What follows belongs to an exercise in optimizing a design on an open flow for small area, a short achievable clock period and few clock cycles per item; a production flow would make more cautious choices.
Function was not checked in any run shown here: the RTL went through the layout flow alone.
Power and IR drop assume default switching activity.

==> flow/design.v, too long to show whole: its modules and the start of the top module <==
// module booth: 1005 lines
// module menc: 4 lines
// module menc0: 4 lines
// module mbs: 3 lines
// module mbs0: 3 lines
// module mbsn: 3 lines
// module mfa: 4 lines
// module mha: 4 lines
// module mx2: 3 lines
// module mmux: 3 lines
// module minv: 3 lines
// module mand: 3 lines
// module mxor: 3 lines
// module mao: 3 lines
module booth (
    input  wire        clk  ,
    input  wire        rst_n,
    input  wire [15:0] x    ,
    input  wire [15:0] y    ,
    input  wire        start,
    output wire [31:0] z    ,
    output wire        busy
);
  // ...
==> flow/flow/run.sh <==
#!/bin/bash
set -euo pipefail
export BUFFER_PORTS_ARGS="-buffer_cell sky130_fd_sc_hd__buf_2"
export PRE_FLOORPLAN_TCL="$PWD/flow/downsize.tcl"
bash standard.sh > standard.log 2>&1
==> flow/flow/downsize.tcl <==
# Start the layout from the smallest drive strength of each combinational
# cell that synthesis picked; timing repair later sizes up what it needs.
set db [ord::get_db]
set block [ord::get_db_block]
set n 0
foreach inst [$block getInsts] {
  set m [[$inst getMaster] getName]
  if {![regexp {^(sky130_fd_sc_hd__([a-z0-9]+))_([0-9]+)$} $m -> base short drive]} { continue }
  if {[regexp {^(s?e?df|dl|conb|tap|fill|decap|clk)} $short]} { continue }
  foreach d {0 1 2} {
    if {$d >= $drive} { break }
    set cand ${base}_$d
    set cm [$db findMaster $cand]
    if {$cm eq "NULL" || $cm eq ""} { continue }
    replace_cell [$inst getName] $cand
    incr n
    break
  }
}
puts "downsize.tcl: resized $n instances"
==> flow/standard.sh <==
#!/bin/bash
# synth_recipe.tcl (not shown) runs the flow's synth.tcl, then flattens the netlist and writes it again
# the make line also repeats each setting of config.mk as NAME=value (left out here)
make -C /OpenROAD-flow-scripts/flow DESIGN_CONFIG=/design/flow/config.mk WORK_HOME=/design/flow/orfs CLKGATE_MAP_FILE= SYNTH_SCRIPT=/design/flow/synth_recipe.tcl "${@:-finish}"
==> flow/config.mk <==
export PLATFORM = sky130hd
export DESIGN_NAME = booth
export DESIGN_NICKNAME = booth
export VERILOG_FILES = /design/flow/design.v
export SDC_FILE = /design/flow/constraint.sdc
export NUM_CORES = 4
export LEC_CHECK = 0
export CAP_MARGIN = 20
export CORE_MARGIN = 2
export CORE_UTILIZATION = 40
export SLEW_MARGIN = 20
export SYNTH_HIERARCHICAL = 1
export SYNTH_MINIMUM_KEEP_SIZE = 0
==> flow/constraint.sdc <==
create_clock -name core_clock -period 4.0 [get_ports {clk}]
set_input_delay 0.8000 -clock core_clock [delete_from_list [all_inputs] [get_ports {clk}]]
set_output_delay 0.8000 -clock core_clock [all_outputs]
set_load 0.01 [all_outputs]
==> flow_summary_export.csv, run 1 <==
group,metric,value,unit
run_status,status,"finished clean",
grt,grt_util_all_layers,18.3,%
critical_path,cp.depth,14,
power,p_comb,7.09,mW
sta,max_freq,0.259,GHz
power,combPwrFrac,79.3,%
sta,maxSlewViolCount,0,
critical_path,cp_top_family,"multiplexers",
critical_path,path_cells,"clkbuf_4 > nand2b_1 > o22ai_2 > buf_4 > a22oi_1 > xnor2_1 > xor2_1 > mux2_1 > xor2_1 > buf_4 > mux2_1 > xor2_1 > mux2_1 > ha_1",
detailed_routing,wl_met1,9430,um
detailed_routing,route.met2.wl,9520,um
sta,setup_viol,0,
critical_path,critPathLaunchType,"primary input",
final_layout,num-clock-buffers,6,
placement,port_buffers,65,
power,ir_drop,0.000439,V
die,core_area,0.0202,mm2
clocking,numCtsBuffers,5,
yosys,synth_cells,827,
final_layout,bufAreaShareNonClock,14.4,%
final_layout,seq_area_share,15.8,%
die,boundaryPins,68,
detailed_routing,top_layer_used,"met4",
grt,grt_max_degree,51,
placement,hpwl,15500,um
detailed_routing,vias,6630,
critical_path,critPathMaxStageDelay,0.36,ns
die,die_x,148,um
final_layout,regArea,0.00162,mm2
sta,fin_setup_tns,0,ns
detailed_routing,firstDrtPassIters,5,
sta,fin_ws,0.132,ns
critical_path,crit_end,"qb[8]",
detailed_routing,drt_iter0_drc,369,
clocking,tritoncts,"yes",
final_layout,layout_commonest_cell,"xor2_1",
power,switching_share,42.3,%
critical_path,startpoint,"y[3]",
final_layout,largest-register,"qa",
final_layout,multi_input_area_share,64.9,%
placement,dpl_cell_area,0.00992,mm2
min_path,hp-class,"in -> reg",
critical_path,slowest_stage,"mux2_1",
final_layout,largest_reg_flops,22,
critical_path,path_max_fanout,8,
==> run 2: changes to the inputs <==
--- a/flow/design.v
+++ b/flow/design.v
@@ -743,269 +743,277 @@
 wire lp11, lg12;
 mha ulp11 (.a(c12), .b(s17), .s(lp11), .co(lg12));
 wire lp13, lg14;
 mha ulp13 (.a(c18), .b(s23), .s(lp13), .co(lg14));
 wire lp15, lg16;
 mha ulp15 (.a(c24), .b(s31), .s(lp15), .co(lg16));
 wire lp17, lg18;
 mha ulp17 (.a(c32), .b(s39), .s(lp17), .co(lg18));
-wire lq19;
-mand ulq19 (.a(lp3), .b(pp0_1), .y(lq19));
-wire lg20;
-mao ulg20 (.g1(lg8), .p1(lp7), .g0(lg6), .g(lg20));
-wire lq21;
-mand ulq21 (.a(lp7), .b(lp5), .y(lq21));
-wire lg22;
-mao ulg22 (.g1(lg12), .p1(lp11), .g0(lg10), .g(lg22));
-wire lq23;
-mand ulq23 (.a(lp11), .b(lp9), .y(lq23));
-wire lg24;
-mao ulg24 (.g1(lg16), .p1(lp15), .g0(lg14), .g(lg24));
+wire lp19, lg20;
+mha ulp19 (.a(c40), .b(s49), .s(lp19), .co(lg20));
+wire lp21, lg22;
+mha ulp21 (.a(c50), .b(s59), .s(lp21), .co(lg22));
+wire lp23, lg24;
+mha ulp23 (.a(c60), .b(s71), .s(lp23), .co(lg24));
 wire lq25;
-mand ulq25 (.a(lp15), .b(lp13), .y(lq25));
+mand ulq25 (.a(lp3), .b(pp0_1), .y(lq25));
 wire lg26;
-mao ulg26 (.g1(lg4), .p1(lq19), .g0(lg2), .g(lg26));
-wire lg27;
-mao ulg27 (.g1(lg22), .p1(lq23), .g0(lg20), .g(lg27));
-wire lq28;
-mand ulq28 (.a(lq23), .b(lq21), .y(lq28));
-wire lg29;
-mao ulg29 (.g1(lg27), .p1(lq28), .g0(lg26), .g(lg29));
+mao ulg26 (.g1(lg8), .p1(lp7), .g0(lg6), .g(lg26));
+wire lq27;
+mand ulq27 (.a(lp7), .b(lp5), .y(lq27));
+wire lg28;
+mao ulg28 (.g1(lg12), .p1(lp11), .g0(lg10), .g(lg28));
+wire lq29;
+mand ulq29 (.a(lp11), .b(lp9), .y(lq29));
 wire lg30;
-mao ulg30 (.g1(lg20), .p1(lq21), .g0(lg26), .g(lg30));
-wire lg31;
-mao ulg31 (.g1(lg24), .p1(lq25), .g0(lg29), .g(lg31));
-wire la32;
-mand ula32 (.a(pp0_1), .b(lg2), .y(la32));
-wire lg33;
-mao ulg33 (.g1(lg6), .p1(lp5), .g0(lg26), .g(lg33));
+mao ulg30 (.g1(lg16), .p1(lp15), .g0(lg14), .g(lg30));
+wire lq31;
+mand ulq31 (.a(lp15), .b(lp13), .y(lq31));
+wire lg32;
+mao ulg32 (.g1(lg20), .p1(lp19), .g0(lg18), .g(lg32));
+wire lq33;
+mand ulq33 (.a(lp19), .b(lp17), .y(lq33));
 wire lg34;
-mao ulg34 (.g1(lg10), .p1(lp9), .g0(lg30), .g(lg34));
-wire lg35;
-mao ulg35 (.g1(lg14), .p1(lp13), .g0(lg29), .g(lg35));
+mao ulg34 (.g1(lg24), .p1(lp23), .g0(lg22), .g(lg34));
+wire lq35;
+mand ulq35 (.a(lp23), .b(lp21), .y(lq35));
 wire lg36;
-mao ulg36 (.g1(lg18), .p1(lp17), .g0(lg31), .g(lg36));
-wire ls37;
-mxor uls37 (.a(pp0_1), .b(lg2), .y(ls37));
-wire ls38;
-mxor uls38 (.a(lp3), .b(la32), .y(ls38));
-wire ls39;
-mxor uls39 (.a(lp5), .b(lg26), .y(ls39));
-wire ls40;
-mxor uls40 (.a(lp7), .b(lg33), .y(ls40));
-wire ls41;
-mxor uls41 (.a(lp9), .b(lg30), .y(ls41));
-wire ls42;
-mxor uls42 (.a(lp11), .b(lg34), .y(ls42));
-wire ls43;
-mxor uls43 (.a(lp13), .b(lg29), .y(ls43));
-wire ls44;
-mxor uls44 (.a(lp15), .b(lg35), .y(ls44));
-wire ls45;
-mxor uls45 (.a(lp17), .b(lg31), .y(ls45));
-reg [10:0] qlo;
-reg [21:0] qa;
-reg [20:0] qb;
-wire hp46, hg47;
-mha uhp46 (.a(qa[0]), .b(qb[0]), .s(hp46), .co(hg47));
-wire hp48, hg49;
-mha uhp48 (.a(qa[1]), .b(qb[1]), .s(hp48), .co(hg49));
-wire hp50, hg51;
-mha uhp50 (.a(qa[2]), .b(qb[2]), .s(hp50), .co(hg51));
-wire hp52, hg53;
-mha uhp52 (.a(qa[3]), .b(qb[3]), .s(hp52), .co(hg53));
-wire hp54, hg55;
-mha uhp54 (.a(qa[4]), .b(qb[4]), .s(hp54), .co(hg55));
-wire hp56, hg57;
-mha uhp56 (.a(qa[5]), .b(qb[5]), .s(hp56), .co(hg57));
-wire hp58, hg59;
-mha uhp58 (.a(qa[6]), .b(qb[6]), .s(hp58), .co(hg59));
-wire hp60, hg61;
-mha uhp60 (.a(qa[7]), .b(qb[7]), .s(hp60), .co(hg61));
-wire hp62, hg63;
-mha uhp62 (.a(qa[8]), .b(qb[8]), .s(hp62), .co(hg63));
+mao ulg36 (.g1(lg4), .p1(lq25), .g0(lg2), .g(lg36));
+wire lg37;
+mao ulg37 (.g1(lg28), .p1(lq29), .g0(lg26), .g(lg37));
+wire lq38;
+mand ulq38 (.a(lq29), .b(lq27), .y(lq38));
+wire lg39;
+mao ulg39 (.g1(lg32), .p1(lq33), .g0(lg30), .g(lg39));
+wire lq40;
+mand ulq40 (.a(lq33), .b(lq31), .y(lq40));
+wire lg41;
+mao ulg41 (.g1(lg37), .p1(lq38), .g0(lg36), .g(lg41));
+wire lg42;
+mao ulg42 (.g1(lg39), .p1(lq40), .g0(lg41), .g(lg42));
+wire lg43;
+mao ulg43 (.g1(lg26), .p1(lq27), .g0(lg36), .g(lg43));
+wire lg44;
+mao ulg44 (.g1(lg30), .p1(lq31), .g0(lg41), .g(lg44));
+wire lg45;
+mao ulg45 (.g1(lg34), .p1(lq35), .g0(lg42), .g(lg45));
+wire la46;
+mand ula46 (.a(pp0_1), .b(lg2), .y(la46));
+wire lg47;
+mao ulg47 (.g1(lg6), .p1(lp5), .g0(lg36), .g(lg47));
+wire lg48;
+mao ulg48 (.g1(lg10), .p1(lp9), .g0(lg43), .g(lg48));
+wire lg49;
+mao ulg49 (.g1(lg14), .p1(lp13), .g0(lg41), .g(lg49));
+wire lg50;
+mao ulg50 (.g1(lg18), .p1(lp17), .g0(lg44), .g(lg50));
+wire lg51;
+mao ulg51 (.g1(lg22), .p1(lp21), .g0(lg42), .g(lg51));
+wire ls52;
+mxor uls52 (.a(pp0_1), .b(lg2), .y(ls52));
+wire ls53;
+mxor uls53 (.a(lp3), .b(la46), .y(ls53));
+wire ls54;
+mxor uls54 (.a(lp5), .b(lg36), .y(ls54));
+wire ls55;
+mxor uls55 (.a(lp7), .b(lg47), .y(ls55));
+wire ls56;
+mxor uls56 (.a(lp9), .b(lg43), .y(ls56));
+wire ls57;
+mxor uls57 (.a(lp11), .b(lg48), .y(ls57));
+wire ls58;
+mxor uls58 (.a(lp13), .b(lg41), .y(ls58));
+wire ls59;
+mxor uls59 (.a(lp15), .b(lg49), .y(ls59));
+wire ls60;
+mxor uls60 (.a(lp17), .b(lg44), .y(ls60));
+wire ls61;
+mxor uls61 (.a(lp19), .b(lg50), .y(ls61));
+wire ls62;
+mxor uls62 (.a(lp21), .b(lg42), .y(ls62));
+wire ls63;
+mxor uls63 (.a(lp23), .b(lg51), .y(ls63));
+reg [13:0] qlo;
+reg [18:0] qa;
+reg [17:0] qb;
 wire hp64, hg65;
-mha uhp64 (.a(qa[9]), .b(qb[9]), .s(hp64), .co(hg65));
+mha uhp64 (.a(qa[0]), .b(qb[0]), .s(hp64), .co(hg65));
 wire hp66, hg67;
-mha uhp66 (.a(qa[10]), .b(qb[10]), .s(hp66), .co(hg67));
+mha uhp66 (.a(qa[1]), .b(qb[1]), .s(hp66), .co(hg67));
 wire hp68, hg69;
-mha uhp68 (.a(qa[11]), .b(qb[11]), .s(hp68), .co(hg69));
+mha uhp68 (.a(qa[2]), .b(qb[2]), .s(hp68), .co(hg69));
 wire hp70, hg71;
-mha uhp70 (.a(qa[12]), .b(qb[12]), .s(hp70), .co(hg71));
+mha uhp70 (.a(qa[3]), .b(qb[3]), .s(hp70), .co(hg71));
 wire hp72, hg73;
-mha uhp72 (.a(qa[13]), .b(qb[13]), .s(hp72), .co(hg73));
+mha uhp72 (.a(qa[4]), .b(qb[4]), .s(hp72), .co(hg73));
 wire hp74, hg75;
-mha uhp74 (.a(qa[14]), .b(qb[14]), .s(hp74), .co(hg75));
+mha uhp74 (.a(qa[5]), .b(qb[5]), .s(hp74), .co(hg75));
 wire hp76, hg77;
-mha uhp76 (.a(qa[15]), .b(qb[15]), .s(hp76), .co(hg77));
+mha uhp76 (.a(qa[6]), .b(qb[6]), .s(hp76), .co(hg77));
 wire hp78, hg79;
-mha uhp78 (.a(qa[16]), .b(qb[16]), .s(hp78), .co(hg79));
+mha uhp78 (.a(qa[7]), .b(qb[7]), .s(hp78), .co(hg79));
 wire hp80, hg81;
-mha uhp80 (.a(qa[17]), .b(qb[17]), .s(hp80), .co(hg81));
+mha uhp80 (.a(qa[8]), .b(qb[8]), .s(hp80), .co(hg81));
 wire hp82, hg83;
-mha uhp82 (.a(qa[18]), .b(qb[18]), .s(hp82), .co(hg83));
+mha uhp82 (.a(qa[9]), .b(qb[9]), .s(hp82), .co(hg83));
 wire hp84, hg85;
-mha uhp84 (.a(qa[19]), .b(qb[19]), .s(hp84), .co(hg85));
+mha uhp84 (.a(qa[10]), .b(qb[10]), .s(hp84), .co(hg85));
 wire hp86, hg87;
-mha uhp86 (.a(qa[20]), .b(qb[20]), .s(hp86), .co(hg87));
-wire hg88;
-mao uhg88 (.g1(hg47), .p1(hp46), .g0(qlo[10]), .g(hg88));
-wire hg89;
-mao uhg89 (.g1(hg51), .p1(hp50), .g0(hg49), .g(hg89));
-wire hq90;
-mand uhq90 (.a(hp50), .b(hp48), .y(hq90));
-wire hg91;
-mao uhg91 (.g1(hg55), .p1(hp54), .g0(hg53), .g(hg91));
-wire hq92;
-mand uhq92 (.a(hp54), .b(hp52), .y(hq92));
-wire hg93;
-mao uhg93 (.g1(hg59), .p1(hp58), .g0(hg57), .g(hg93));
-wire hq94;
-mand uhq94 (.a(hp58), .b(hp56), .y(hq94));
-wire hg95;
-mao uhg95 (.g1(hg63), .p1(hp62), .g0(hg61), .g(hg95));
-wire hq96;
-mand uhq96 (.a(hp62), .b(hp60), .y(hq96));
-wire hg97;
-mao uhg97 (.g1(hg67), .p1(hp66), .g0(hg65), .g(hg97));
-wire hq98;
-mand uhq98 (.a(hp66), .b(hp64), .y(hq98));
-wire hg99;
-mao uhg99 (.g1(hg71), .p1(hp70), .g0(hg69), .g(hg99));
-wire hq100;
-mand uhq100 (.a(hp70), .b(hp68), .y(hq100));
+mha uhp86 (.a(qa[11]), .b(qb[11]), .s(hp86), .co(hg87));
+wire hp88, hg89;
+mha uhp88 (.a(qa[12]), .b(qb[12]), .s(hp88), .co(hg89));
+wire hp90, hg91;
+mha uhp90 (.a(qa[13]), .b(qb[13]), .s(hp90), .co(hg91));
+wire hp92, hg93;
+mha uhp92 (.a(qa[14]), .b(qb[14]), .s(hp92), .co(hg93));
+wire hp94, hg95;
+mha uhp94 (.a(qa[15]), .b(qb[15]), .s(hp94), .co(hg95));
+wire hp96, hg97;
+mha uhp96 (.a(qa[16]), .b(qb[16]), .s(hp96), .co(hg97));
+wire hp98, hg99;
+mha uhp98 (.a(qa[17]), .b(qb[17]), .s(hp98), .co(hg99));
+wire hg100;
+mao uhg100 (.g1(hg65), .p1(hp64), .g0(qlo[13]), .g(hg100));
 wire hg101;
-mao uhg101 (.g1(hg75), .p1(hp74), .g0(hg73), .g(hg101));
+mao uhg101 (.g1(hg69), .p1(hp68), .g0(hg67), .g(hg101));
 wire hq102;
-mand uhq102 (.a(hp74), .b(hp72), .y(hq102));
+mand uhq102 (.a(hp68), .b(hp66), .y(hq102));
 wire hg103;
-mao uhg103 (.g1(hg79), .p1(hp78), .g0(hg77), .g(hg103));
+mao uhg103 (.g1(hg73), .p1(hp72), .g0(hg71), .g(hg103));
 wire hq104;
-mand uhq104 (.a(hp78), .b(hp76), .y(hq104));
+mand uhq104 (.a(hp72), .b(hp70), .y(hq104));
 wire hg105;
-mao uhg105 (.g1(hg83), .p1(hp82), .g0(hg81), .g(hg105));
+mao uhg105 (.g1(hg77), .p1(hp76), .g0(hg75), .g(hg105));
 wire hq106;
-mand uhq106 (.a(hp82), .b(hp80), .y(hq106));
+mand uhq106 (.a(hp76), .b(hp74), .y(hq106));
 wire hg107;
-mao uhg107 (.g1(hg87), .p1(hp86), .g0(hg85), .g(hg107));
+mao uhg107 (.g1(hg81), .p1(hp80), .g0(hg79), .g(hg107));
 wire hq108;
-mand uhq108 (.a(hp86), .b(hp84), .y(hq108));
+mand uhq108 (.a(hp80), .b(hp78), .y(hq108));
 wire hg109;
-mao uhg109 (.g1(hg89), .p1(hq90), .g0(hg88), .g(hg109));
-wire hg110;
-mao uhg110 (.g1(hg93), .p1(hq94), .g0(hg91), .g(hg110));
-wire hq111;
-mand uhq111 (.a(hq94), .b(hq92), .y(hq111));
-wire hg112;
-mao uhg112 (.g1(hg97), .p1(hq98), .g0(hg95), .g(hg112));
-wire hq113;
-mand uhq113 (.a(hq98), .b(hq96), .y(hq113));
-wire hg114;
-mao uhg114 (.g1(hg101), .p1(hq102), .g0(hg99), .g(hg114));
-wire hq115;
-mand uhq115 (.a(hq102), .b(hq100), .y(hq115));
-wire hg116;
-mao uhg116 (.g1(hg105), .p1(hq106), .g0(hg103), .g(hg116));
-wire hq117;
-mand uhq117 (.a(hq106), .b(hq104), .y(hq117));
-wire hg118;
-mao uhg118 (.g1(hg110), .p1(hq111), .g0(hg109), .g(hg118));
+mao uhg109 (.g1(hg85), .p1(hp84), .g0(hg83), .g(hg109));
+wire hq110;
+mand uhq110 (.a(hp84), .b(hp82), .y(hq110));
+wire hg111;
+mao uhg111 (.g1(hg89), .p1(hp88), .g0(hg87), .g(hg111));
+wire hq112;
+mand uhq112 (.a(hp88), .b(hp86), .y(hq112));
+wire hg113;
+mao uhg113 (.g1(hg93), .p1(hp92), .g0(hg91), .g(hg113));
+wire hq114;
+mand uhq114 (.a(hp92), .b(hp90), .y(hq114));
+wire hg115;
+mao uhg115 (.g1(hg97), .p1(hp96), .g0(hg95), .g(hg115));
+wire hq116;
+mand uhq116 (.a(hp96), .b(hp94), .y(hq116));
+wire ha117;
+mand uha117 (.a(qa[18]), .b(hg99), .y(ha117));
+wire hq118;
+mand uhq118 (.a(qa[18]), .b(hp98), .y(hq118));
 wire hg119;
-mao uhg119 (.g1(hg114), .p1(hq115), .g0(hg112), .g(hg119));
-wire hq120;
-mand uhq120 (.a(hq115), .b(hq113), .y(hq120));
-wire hg121;
-mao uhg121 (.g1(hg119), .p1(hq120), .g0(hg118), .g(hg121));
+mao uhg119 (.g1(hg101), .p1(hq102), .g0(hg100), .g(hg119));
+wire hg120;
+mao uhg120 (.g1(hg105), .p1(hq106), .g0(hg103), .g(hg120));
+wire hq121;
+mand uhq121 (.a(hq106), .b(hq104), .y(hq121));
 wire hg122;
-mao uhg122 (.g1(hg112), .p1(hq113), .g0(hg118), .g(hg122));
-wire hg123;
-mao uhg123 (.g1(hg116), .p1(hq117), .g0(hg121), .g(hg123));
+mao uhg122 (.g1(hg109), .p1(hq110), .g0(hg107), .g(hg122));
+wire hq123;
+mand uhq123 (.a(hq110), .b(hq108), .y(hq123));
 wire hg124;
-mao uhg124 (.g1(hg91), .p1(hq92), .g0(hg109), .g(hg124));
-wire hg125;
-mao uhg125 (.g1(hg95), .p1(hq96), .g0(hg118), .g(hg125));
+mao uhg124 (.g1(hg113), .p1(hq114), .g0(hg111), .g(hg124));
+wire hq125;
+mand uhq125 (.a(hq114), .b(hq112), .y(hq125));
 wire hg126;
-mao uhg126 (.g1(hg99), .p1(hq100), .g0(hg122), .g(hg126));
-wire hg127;
-mao uhg127 (.g1(hg103), .p1(hq104), .g0(hg121), .g(hg127));
+mao uhg126 (.g1(ha117), .p1(hq118), .g0(hg115), .g(hg126));
+wire hq127;
+mand uhq127 (.a(hq118), .b(hq116), .y(hq127));
 wire hg128;
-mao uhg128 (.g1(hg107), .p1(hq108), .g0(hg123), .g(hg128));
+mao uhg128 (.g1(hg120), .p1(hq121), .g0(hg119), .g(hg128));
 wire hg129;
-mao uhg129 (.g1(hg49), .p1(hp48), .g0(hg88), .g(hg129));
-wire hg130;
-mao uhg130 (.g1(hg53), .p1(hp52), .g0(hg109), .g(hg130));
+mao uhg129 (.g1(hg124), .p1(hq125), .g0(hg122), .g(hg129));
+wire hq130;
+mand uhq130 (.a(hq125), .b(hq123), .y(hq130));
 wire hg131;
-mao uhg131 (.g1(hg57), .p1(hp56), .g0(hg124), .g(hg131));
+mao uhg131 (.g1(hg129), .p1(hq130), .g0(hg128), .g(hg131));
 wire hg132;
-mao uhg132 (.g1(hg61), .p1(hp60), .g0(hg118), .g(hg132));
+mao uhg132 (.g1(hg122), .p1(hq123), .g0(hg128), .g(hg132));
 wire hg133;
-mao uhg133 (.g1(hg65), .p1(hp64), .g0(hg125), .g(hg133));
+mao uhg133 (.g1(hg126), .p1(hq127), .g0(hg131), .g(hg133));
 wire hg134;
-mao uhg134 (.g1(hg69), .p1(hp68), .g0(hg122), .g(hg134));
+mao uhg134 (.g1(hg103), .p1(hq104), .g0(hg119), .g(hg134));
 wire hg135;
-mao uhg135 (.g1(hg73), .p1(hp72), .g0(hg126), .g(hg135));
+mao uhg135 (.g1(hg107), .p1(hq108), .g0(hg128), .g(hg135));
 wire hg136;
-mao uhg136 (.g1(hg77), .p1(hp76), .g0(hg121), .g(hg136));
+mao uhg136 (.g1(hg111), .p1(hq112), .g0(hg132), .g(hg136));
 wire hg137;
-mao uhg137 (.g1(hg81), .p1(hp80), .g0(hg127), .g(hg137));
+mao uhg137 (.g1(hg115), .p1(hq116), .g0(hg131), .g(hg137));
 wire hg138;
-mao uhg138 (.g1(hg85), .p1(hp84), .g0(hg123), .g(hg138));
-wire ha139;
-mand uha139 (.a(qa[21]), .b(hg128), .y(ha139));
-wire hs140;
-mxor uhs140 (.a(hp46), .b(qlo[10]), .y(hs140));
-wire hs141;
-mxor uhs141 (.a(hp48), .b(hg88), .y(hs141));
-wire hs142;
-mxor uhs142 (.a(hp50), .b(hg129), .y(hs142));
-wire hs143;
-mxor uhs143 (.a(hp52), .b(hg109), .y(hs143));
-wire hs144;
-mxor uhs144 (.a(hp54), .b(hg130), .y(hs144));
-wire hs145;
-mxor uhs145 (.a(hp56), .b(hg124), .y(hs145));
-wire hs146;
-mxor uhs146 (.a(hp58), .b(hg131), .y(hs146));
+mao uhg138 (.g1(hg67), .p1(hp66), .g0(hg100), .g(hg138));
+wire hg139;
+mao uhg139 (.g1(hg71), .p1(hp70), .g0(hg119), .g(hg139));
+wire hg140;
+mao uhg140 (.g1(hg75), .p1(hp74), .g0(hg134), .g(hg140));
+wire hg141;
+mao uhg141 (.g1(hg79), .p1(hp78), .g0(hg128), .g(hg141));
+wire hg142;
+mao uhg142 (.g1(hg83), .p1(hp82), .g0(hg135), .g(hg142));
+wire hg143;
+mao uhg143 (.g1(hg87), .p1(hp86), .g0(hg132), .g(hg143));
+wire hg144;
+mao uhg144 (.g1(hg91), .p1(hp90), .g0(hg136), .g(hg144));
+wire hg145;
+mao uhg145 (.g1(hg95), .p1(hp94), .g0(hg131), .g(hg145));
+wire hg146;
+mao uhg146 (.g1(hg99), .p1(hp98), .g0(hg137), .g(hg146));
 wire hs147;
-mxor uhs147 (.a(hp60), .b(hg118), .y(hs147));
+mxor uhs147 (.a(hp64), .b(qlo[13]), .y(hs147));
 wire hs148;
-mxor uhs148 (.a(hp62), .b(hg132), .y(hs148));
+mxor uhs148 (.a(hp66), .b(hg100), .y(hs148));
 wire hs149;
-mxor uhs149 (.a(hp64), .b(hg125), .y(hs149));
+mxor uhs149 (.a(hp68), .b(hg138), .y(hs149));
 wire hs150;
-mxor uhs150 (.a(hp66), .b(hg133), .y(hs150));
+mxor uhs150 (.a(hp70), .b(hg119), .y(hs150));
 wire hs151;
-mxor uhs151 (.a(hp68), .b(hg122), .y(hs151));
+mxor uhs151 (.a(hp72), .b(hg139), .y(hs151));
 wire hs152;
-mxor uhs152 (.a(hp70), .b(hg134), .y(hs152));
+mxor uhs152 (.a(hp74), .b(hg134), .y(hs152));
 wire hs153;
-mxor uhs153 (.a(hp72), .b(hg126), .y(hs153));
+mxor uhs153 (.a(hp76), .b(hg140), .y(hs153));
 wire hs154;
-mxor uhs154 (.a(hp74), .b(hg135), .y(hs154));
+mxor uhs154 (.a(hp78), .b(hg128), .y(hs154));
 wire hs155;
-mxor uhs155 (.a(hp76), .b(hg121), .y(hs155));
+mxor uhs155 (.a(hp80), .b(hg141), .y(hs155));
 wire hs156;
-mxor uhs156 (.a(hp78), .b(hg136), .y(hs156));
+mxor uhs156 (.a(hp82), .b(hg135), .y(hs156));
 wire hs157;
-mxor uhs157 (.a(hp80), .b(hg127), .y(hs157));
+mxor uhs157 (.a(hp84), .b(hg142), .y(hs157));
 wire hs158;
-mxor uhs158 (.a(hp82), .b(hg137), .y(hs158));
+mxor uhs158 (.a(hp86), .b(hg132), .y(hs158));
 wire hs159;
-mxor uhs159 (.a(hp84), .b(hg123), .y(hs159));
+mxor uhs159 (.a(hp88), .b(hg143), .y(hs159));
 wire hs160;
-mxor uhs160 (.a(hp86), .b(hg138), .y(hs160));
+mxor uhs160 (.a(hp90), .b(hg136), .y(hs160));
 wire hs161;
-mxor uhs161 (.a(qa[21]), .b(hg128), .y(hs161));
-assign z = {hs161, hs160, hs159, hs158, hs157, hs156, hs155, hs154, hs153, hs152, hs151, hs150, hs149, hs148, hs147, hs146, hs145, hs144, hs143, hs142, hs141, hs140, qlo[9], qlo[8], qlo[7], qlo[6], qlo[5], qlo[4], qlo[3], qlo[2], qlo[1], qlo[0]};
+mxor uhs161 (.a(hp92), .b(hg144), .y(hs161));
+wire hs162;
+mxor uhs162 (.a(hp94), .b(hg131), .y(hs162));
+wire hs163;
+mxor uhs163 (.a(hp96), .b(hg145), .y(hs163));
+wire hs164;
+mxor uhs164 (.a(hp98), .b(hg137), .y(hs164));
+wire hs165;
+mxor uhs165 (.a(qa[18]), .b(hg146), .y(hs165));
+assign z = {hs165, hs164, hs163, hs162, hs161, hs160, hs159, hs158, hs157, hs156, hs155, hs154, hs153, hs152, hs151, hs150, hs149, hs148, hs147, qlo[12], qlo[11], qlo[10], qlo[9], qlo[8], qlo[7], qlo[6], qlo[5], qlo[4], qlo[3], qlo[2], qlo[1], qlo[0]};
 always @(posedge clk)
     if (start) begin
-        qlo <= {lg36, ls45, ls44, ls43, ls42, ls41, ls40, ls39, ls38, ls37, lp1};
-        qa <= {s245, c242, c239, c235, c230, c224, c217, c209, c200, c190, c179, c167, c154, c140, c126, c112, c98, c84, c72, c60, c50, c40};
-        qb <= {s243, s241, s238, s234, s229, s223, s216, s208, s199, s189, s178, s166, s153, s139, s125, s111, s97, s83, s71, s59, s49};
+        qlo <= {lg45, ls63, ls62, ls61, ls60, ls59, ls58, ls57, ls56, ls55, ls54, ls53, ls52, lp1};
+        qa <= {s245, c242, c239, c235, c230, c224, c217, c209, c200, c190, c179, c167, c154, c140, c126, c112, c98, c84, c72};
+        qb <= {s243, s241, s238, s234, s229, s223, s216, s208, s199, s189, s178, s166, s153, s139, s125, s111, s97, s83};
     end
 endmodule
 module menc (input wire y2, input wire y1, input wire y0, output wire one, output wire two);
 assign one = y1 ^ y0;
 assign two = (y2 & ~y1 & ~y0) | (~y2 & y1 & y0);
 endmodule
 module menc0 (input wire y2, input wire y1, output wire one, output wire two);
 assign one = y1;
==> flow_summary_export.csv, run 2 <==
group,metric,value,unit
final_layout,layout_commonest_cell,"xor2_1",
critical_path,slowest_stage,"mux2_1",
detailed_routing,firstDrtPassIters,5,
sta,max_freq,0.247,GHz
yosys,yosysWarningCount,7,
sta,setup_viol,3,
die,die-area,0.0215,mm2
critical_path,critPathLaunchType,"primary input",
clocking,cts.sinks,51,
detailed_routing,drt_iter0_drc,256,
detailed_routing,drcViolationCount,0,
sta,fin_ws,-0.0528,ns
final_layout,final_layout_size_suffix_gt1_share,32.2,%
sta,holdWs,1.16,ns
final_layout,largestRegisters,"qa: 19 flops, qb: 18 flops, qlo: 14 flops",
clocking,clock_path_buffers,2,
detailed_routing,ant_nets,0,
critical_path,cp.required,4.05,ns
critical_path,crit_top_cell,"xor2_1",
sta,fin_crit,4.05,ns
sta,relSlewSlack,38.5,%
placement,hpwl,15900,um
yosys,synth_cells,824,
die,rows,52,
critical_path,critPathMaxStageDelay,0.36,ns
placement,dpl_cell_area,0.0102,mm2
clocking,numCtsBuffers,5,
grt,first_global_vias,6575,
critical_path,worstSetupPathType,"in -> reg",
die,die_h,147,um
grt,grt_pass1_wl,32700,um
sta,rsz0062_at_grt,"yes",
grt,grt_overflow,0,
clocking,tritoncts,"yes",
sta,final.period_utilization,101,%
critical_path,path_cells,"buf_8 > nand2b_4 > o22ai_4 > a22oi_2 > xnor2_1 > xor2_1 > xor2_1 > xor2_1 > mux2_1 > xor2_1 > xor2_1 > ha_4 > ha_4 > and2_4 > a21o_1",
power,powerDensity,929,mW/mm2
clocking,htreeDepth,2,
yosys,syn_nets,918,
power,p_leak,4.76,nW
die,start_util,40.5,%
critical_path,crit_arrival,4.11,ns
placement,place.gp.congestion,0.838,
detailed_routing,vias,6751,
sta,worst_pin_slew,0.923,ns
die,core_area,0.0201,mm2
job,maxCapViolCount,0,
die,boundaryPins,68,
detailed_routing,wl,20300,um
placement,port_buffers,65,
final_layout,largest_reg_flops,19,
clocking,cts-root-buf,"clkbuf_16",
power,total_power,10.2,mW
sta,hold_viol,0,
grt,grt_util_all_layers,18.5,%
power,ir_drop,0.000866,V
clocking,clkSlewWorstSetupHoldPaths,0.07,ns
run_status,check-failures,"negative setup slack",
final_layout,final_nets,1120,
die,die_x,147,um
min_path,hp-class,"in -> reg",
critical_path,path_max_fanout,8,
detailed_routing,wl_per_cell,15.6,um
detailed_routing,viasPerCell,5.20,
grt,antenna_found_initial,1,
final_layout,largest-register,"qa",
run_status,status,"failed layout checks",
grt,grt_max_degree,38,
sta,maxSlewViolCount,0,
critical_path,endpoint_kind,"flip-flop",
final_layout,layout.cells.most_common_list,"xor2_1 (195), buf_4 (147), xnor2_1 (118)",
final_layout,stdcell_area,0.0109,mm2
-- run 2: worst max-delay path, delay by kind of cell --
kind	cells	cell delay, ns
compound gates	3	0.59
xor+xnor	6	1.50
fa+ha+maj	2	0.46
buf+inv	1	0.11
mux	1	0.36
simple gates	2	0.29
-- run 2: per-layer routing --
layer	wire length, um	up-vias	track usage [%]
li1	-	3343	-
met1	8870	3251	23.4
met2	10100	130	32.9
met3	730	27	2.20
met4	602	0	6.07
met5	0	-	0
-- run 2: cell type report --
type	instances	area, um2
Clock inverter	2	12.5
Antenna cell	1	2.50
Sequential cell	51	1530
Inverter	8	30.0
Tap cell	270	338
Timing Repair Buffer	229	1690
Clock buffer	6	129
Multi-Input combinational cell	731	7200
Fill cell	1801	9170
-- run 2: worst paths after layout --
| kind | endpoint | startpoint | slack (ns) | cells past startpoint |
|---|---|---|---|---|
| max | qlo[13] | y[2] | -0.05 | 15 |
| min | qlo[0] | y[1] | 1.16 | 3 |
-- run 2: stage by stage --
step                setup TNS, ns  util, %  setup WS (ns)  instances
floorplan                  -0.227        -         -0.161        824
global placement            -6.17     50.5         -0.404       1272
detailed placement          -7.21     50.5         -0.433       1272
CTS                       -0.0380     51.9        -0.0380       1286
global route                -1.24     54.4         -0.168       1298
finish                    -0.0853     54.4        -0.0528       1298
-- run 2: where the power goes --
| group | internal (mW) | leakage, nW | switching (mW) |
|---|---|---|---|
| Sequential | 1.32 | 0.496 | 0.0721 |
| Combinational | 4.45 | 4.20 | 3.88 |
| Clock | 0.232 | 0.0685 | 0.200 |
-- run 2: timing repair --
item	4_1_cts	5_1_grt
resized for setup	16	75
hold buffers	0	0
endpoints found under the setup margin	10	23
endpoints found under the hold margin	0	0
setup buffers	6	10
pin swaps	24	73
cloned	0	2

port drivers added, routing unchanged:
The results above use ideal ports. As a check the final layouts listed here were re-extracted and re-timed, cells and wires unchanged.
Step 1, drivers: a clkbuf_16 drives clk and a buf_2 each remaining input, both assumed.
Step 2, shift: input delay + t, output delay - t, t = (earliest + latest rising clock arrival at the registers) / 2. This alone moves slack from input paths to output paths.
a / b / c = no drivers / after step 1 / after step 2; a / b = the first two.
run | t (ns) | slack for setup (ns) | worst hold slack (ns)
run 1 | 0.344 | 0.132 / 0.119 / -0.225 | 0.982 / 0.964 / 1.239
run 2 | 0.344 | -0.053 / -0.046 / -0.389 | 1.165 / 1.164 / 1.241
Met with ideal ports but missed after step 2: setup timing in run 1. For run 1, which loses most, drivers alone change the setup slack by -0.013 ns; drivers and shift together by -0.357 ns.
